From an optimization exercise on the open Yosys and OpenROAD flow, aimed at small area and a short achievable clock period; shortcuts taken in it are not production practice. Function was checked by simulation only, so behaviour that the tests miss may differ from the original. The flow treats the clock pin as an ideal source. Dropping or thinning the clock tree relies on that and would not hold on a real chip. Power figures rest on the tool's default switching activity, not on a simulated workload.

// Base_Router
module Base_Router(  clk, reset,
							eastReqUpStr,  eastGntUpStr,  eastUpStrFull,  eastPacketIn,
							eastReqDnStr,  eastGntDnStr,  eastDnStrFull,  eastPacketOut,
							northReqUpStr, northGntUpStr, northUpStrFull, northPacketIn,
							northReqDnStr, northGntDnStr, northDnStrFull, northPacketOut,
							westReqUpStr,  westGntUpStr , westUpStrFull,  westPacketIn,
							westReqDnStr,  westGntDnStr,  westDnStrFull,  westPacketOut,
							southReqUpStr, southGntUpStr, southUpStrFull, southPacketIn,
							southReqDnStr, southGntDnStr, southDnStrFull, southPacketOut,
							localReqUpStr, localGntUpStr, localUpStrFull, localPacketIn,
							localReqDnStr, localGntDnStr, localDnStrFull, localPacketOut);
For scale: about 10000 cells after synthesis, about 5200 flip-flops, about 180000 µm² of cells after synthesis.
==> flow/config.mk <==
export PLATFORM = sky130hd
export DESIGN_NAME = Base_Router
export DESIGN_NICKNAME = Base_Router
export VERILOG_FILES = /design/flow/design.v
export SDC_FILE = /design/flow/constraint.sdc
export NUM_CORES = 8
export LEC_CHECK = 0
export CAP_MARGIN = 50
export CORE_MARGIN = 2
export CORE_UTILIZATION = 65
export SETUP_SLACK_MARGIN = 2.8
export SLEW_MARGIN = 50
export TNS_END_PERCENT = 100
==> flow/constraint.sdc <==
create_clock -name core_clock -period 5.0 [get_ports {clk}]
set_input_delay 1.0000 -clock core_clock [delete_from_list [all_inputs] [get_ports {clk}]]
set_output_delay 1.0000 -clock core_clock [all_outputs]
set_load 0.01 [all_outputs]
standard.sh (not shown) runs the stock make flow with config.mk's settings and CLKGATE_MAP_FILE= SYNTH_SCRIPT=/design/flow/synth_recipe.tcl, a recipe that flattens the netlist after the stock synthesis.
==> flow/flow/run.sh <==
#!/bin/bash
# Own layout flow: the standard ORFS flow (standard.sh), with
#  - output flip-flops (and the gates driving their D pins) placed in the rows
#    next to their output ports before global placement and held there while
#    the rest is placed (place_out_cells.tcl, unfix_out_cells.tcl), so the
#    clock-to-output paths are short;
#  - a balanced clock tree of inverters (clock_tree.tcl, via cts_hook.tcl) in
#    place of TritonCTS, for a shorter clock insertion delay;
#  - port buffers of a fixed type, free resizing, and timing repair by resizing
#    and buffering only (no gate cloning or load splitting).
# Each stage's full output goes to log_<stage>.txt in the work folder.
set -uo pipefail
W=$(pwd)
F=$W/flow
ARGS=(
  "PRE_GLOBAL_PLACE_TCL=$F/place_out_cells.tcl"
  "POST_GLOBAL_PLACE_TCL=$F/unfix_out_cells.tcl"
  "PRE_CTS_TCL=$F/cts_hook.tcl"
  "BUFFER_PORTS_ARGS=-buffer_cell sky130_fd_sc_hd__buf_2"
  "MATCH_CELL_FOOTPRINT=0"
  "SETUP_MOVE_SEQUENCE=unbuffer,sizeup,swap,buffer"
)
for stage in synth floorplan place cts route finish; do
  echo "=== $stage $(date)"
  if ! bash standard.sh "${ARGS[@]}" $stage > "$W/log_$stage.txt" 2>&1; then
    echo "stage $stage failed"; tail -30 "$W/log_$stage.txt"; exit 1
  fi
done
ls -la out/
==> flow/flow/clock_tree.tcl <==
# Clock tree of inverters, built level by level from the flip-flops up by
# recursive bisection (compact groups of equal size), with an even number of
# inverting levels so every flip-flop sees the rising clock edge. Replaces
# TritonCTS in the cts step (see cts_hook.tcl).
namespace eval ctree {
  # per level, from the leaves up: {master max_fanout}
  variable levels {
    {sky130_fd_sc_hd__inv_8  16}
    {sky130_fd_sc_hd__inv_12  8}
    {sky130_fd_sc_hd__inv_16  5}
    {sky130_fd_sc_hd__inv_16 12}
  }
  variable prefix ctree
  variable use_bbox 1
}

proc ctree::bisect {items maxn} {
  if {[llength $items] <= $maxn} { return [list $items] }
  set xs [lmap it $items {lindex $it 0}]
  set ys [lmap it $items {lindex $it 1}]
  set dx [expr {[tcl::mathfunc::max {*}$xs] - [tcl::mathfunc::min {*}$xs]}]
  set dy [expr {[tcl::mathfunc::max {*}$ys] - [tcl::mathfunc::min {*}$ys]}]
  set idx [expr {$dx >= $dy ? 0 : 1}]
  set sorted [lsort -integer -index $idx $items]
  set n [llength $sorted]
  set groups [expr {($n + $maxn - 1) / $maxn}]
  set left [expr {int(round(double($n) * ($groups / 2) / $groups))}]
  if {$left < 1} { set left 1 }
  return [concat [ctree::bisect [lrange $sorted 0 [expr {$left - 1}]] $maxn] \
                 [ctree::bisect [lrange $sorted $left end] $maxn]]
}

proc ctree::bboxcenter {grp} {
  set xs [lmap it $grp {lindex $it 0}]
  set ys [lmap it $grp {lindex $it 1}]
  return [list [expr {([tcl::mathfunc::min {*}$xs] + [tcl::mathfunc::max {*}$xs]) / 2}] \
               [expr {([tcl::mathfunc::min {*}$ys] + [tcl::mathfunc::max {*}$ys]) / 2}]]
}

proc ctree::centroid {grp} {
  set sx 0; set sy 0
  foreach it $grp { set sx [expr {$sx + [lindex $it 0]}]; set sy [expr {$sy + [lindex $it 1]}] }
  set n [llength $grp]
  return [list [expr {$sx / $n}] [expr {$sy / $n}]]
}

proc ctree::make_inv {block master name x y} {
  set inst [odb::dbInst_create $block $master $name]
  set w [$master getWidth]; set h [$master getHeight]
  $inst setLocation [expr {int($x - $w / 2)}] [expr {int($y - $h / 2)}]
  $inst setPlacementStatus PLACED
  set net [odb::dbNet_create $block "${name}_n"]
  $net setSigType CLOCK
  set out ""; set in ""
  foreach it [$inst getITerms] {
    if {[$it isOutputSignal]} { set out $it } elseif {[$it isInputSignal]} { set in $it }
  }
  $out connect $net
  return [list $inst $net $in]
}

proc ctree::build {clkname} {
  variable levels; variable prefix
  set db [ord::get_db]
  set block [ord::get_db_block]
  set clk [$block findNet $clkname]
  $clk setSigType CLOCK
  set items {}
  foreach it [$clk getITerms] {
    set bb [[$it getInst] getBBox]
    lappend items [list [expr {([$bb xMin] + [$bb xMax]) / 2}] [expr {([$bb yMin] + [$bb yMax]) / 2}] $it]
  }
  set nsinks [llength $items]
  foreach it $items { [lindex $it 2] disconnect }
  set lv 0
  set counts {}
  while {1} {
    if {$lv < [llength $levels]} { lassign [lindex $levels $lv] mname fo } else { lassign [lindex $levels end] mname fo }
    set master [$db findMaster $mname]
    set remaining_odd [expr {$lv % 2}]
    # the last level has a single inverter; stop when one group is left and the
    # number of levels built so far makes the polarity right
    set groups [ctree::bisect $items $fo]
    set next {}
    set k 0
    foreach grp $groups {
      if {$lv == 0 || !$ctree::use_bbox} { lassign [ctree::centroid $grp] cx cy } else { lassign [ctree::bboxcenter $grp] cx cy }
      lassign [ctree::make_inv $block $master "${prefix}_${lv}_${k}" $cx $cy] inst net in
      foreach s $grp { [lindex $s 2] connect $net }
      lappend next [list $cx $cy $in]
      incr k
    }
    lappend counts $k
    incr lv
    set items $next
    if {[llength $items] == 1 && $lv % 2 == 0} break
  }
  [lindex $items 0 2] connect $clk
  puts "ctree: $nsinks sinks, $lv inverter levels, inverters per level (leaf first): $counts"
}
Other scripts of this flow, unchanged in this note and not shown: flow/flow/cts_hook.tcl, flow/flow/place_out_cells.tcl, flow/flow/unfix_out_cells.tcl
==> next run, changes <==
--- a/flow/flow/clock_tree.tcl
+++ b/flow/flow/clock_tree.tcl
@@ -7,4 +7,4 @@
   variable levels {
-    {sky130_fd_sc_hd__inv_8  16}
-    {sky130_fd_sc_hd__inv_12  8}
+    {sky130_fd_sc_hd__inv_12 20}
+    {sky130_fd_sc_hd__inv_12  6}
     {sky130_fd_sc_hd__inv_16  5}
SETUP_SLACK_MARGIN = 2.9   (was 2.8)
Effect: The new run passed the timing, DRC and antenna checks; die area does not change; core utilization increases by 1.2 points; routed wire length increases by 1.0%; total power climbs by 1.6%; cell area grows by 1.7%; global-route usage hardly moves; clock power climbs by about 5%; register-to-register slack improved by 0.05 ns.
==> next run, changes <==
PLACE_DENSITY = 0.85   (was unset)
SETUP_SLACK_MARGIN = 2.8   (was 2.9)
Global-route usage climbs by 0.45 points.
Setup slack is worse by 0.069 ns.
Area after synthesis does not change.
==> next run, changes <==
CAP_MARGIN = 40   (was 50)
PLACE_DENSITY = unset   (was 0.85)
SLEW_MARGIN = 40   (was 50)
Result: The new run finished with timing, DRC and antenna clean. Total power is lower by 0.58%. Routed wire length fell by 2.9%. Fmax increases by 1.9%. Design area shrinks by 0.38%. Via count goes down by 6.3%. Clock power stays flat. Combinational power is lower by about 2%. Worst hold slack is worse by 0.0041 ns. Register-to-register slack gains 0.04 ns.
No run of this note takes its clock network from TritonCTS; it comes from the design's own scripts or RTL.

## static timing again, ports no longer ideal
How much do the figures lean on ideal ports? The routed layouts below were timed once more, with nothing changed but the port constraints. Step 1 sets driving cells, clkbuf_16 on the clock port and buf_2 on the other inputs (assumed; they add their load-dependent delay and slew). Step 2 adds t to the input delays and takes it off the output delays; t is the mean of the earliest and latest rising clock arrival at the registers after step 1. Input paths then give back, and output paths get back, about the clock's delay inside the block. a / b / c = ideal / step 1 / step 2; a / b = the first two.
run	shift t [ns]	setup slack, ns	latest minus earliest clock arrival (ns)	worst slew at a driven data input, ns
the first run	0.753	2.733 / 2.660 / 2.454	0.094 / 0.094	0.30
the second run	0.775	2.786 / 2.676 / 2.410	0.062 / 0.062	0.26
the third run	0.770	2.717 / 2.623 / 2.330	0.077 / 0.077	0.37
the fourth run	0.780	2.760 / 2.643 / 2.410	0.075 / 0.075	0.26
After both steps setup and hold are still met in every run listed. For the third run, which loses most, drivers alone change the setup slack by -0.094 ns; drivers and shift together by -0.387 ns.
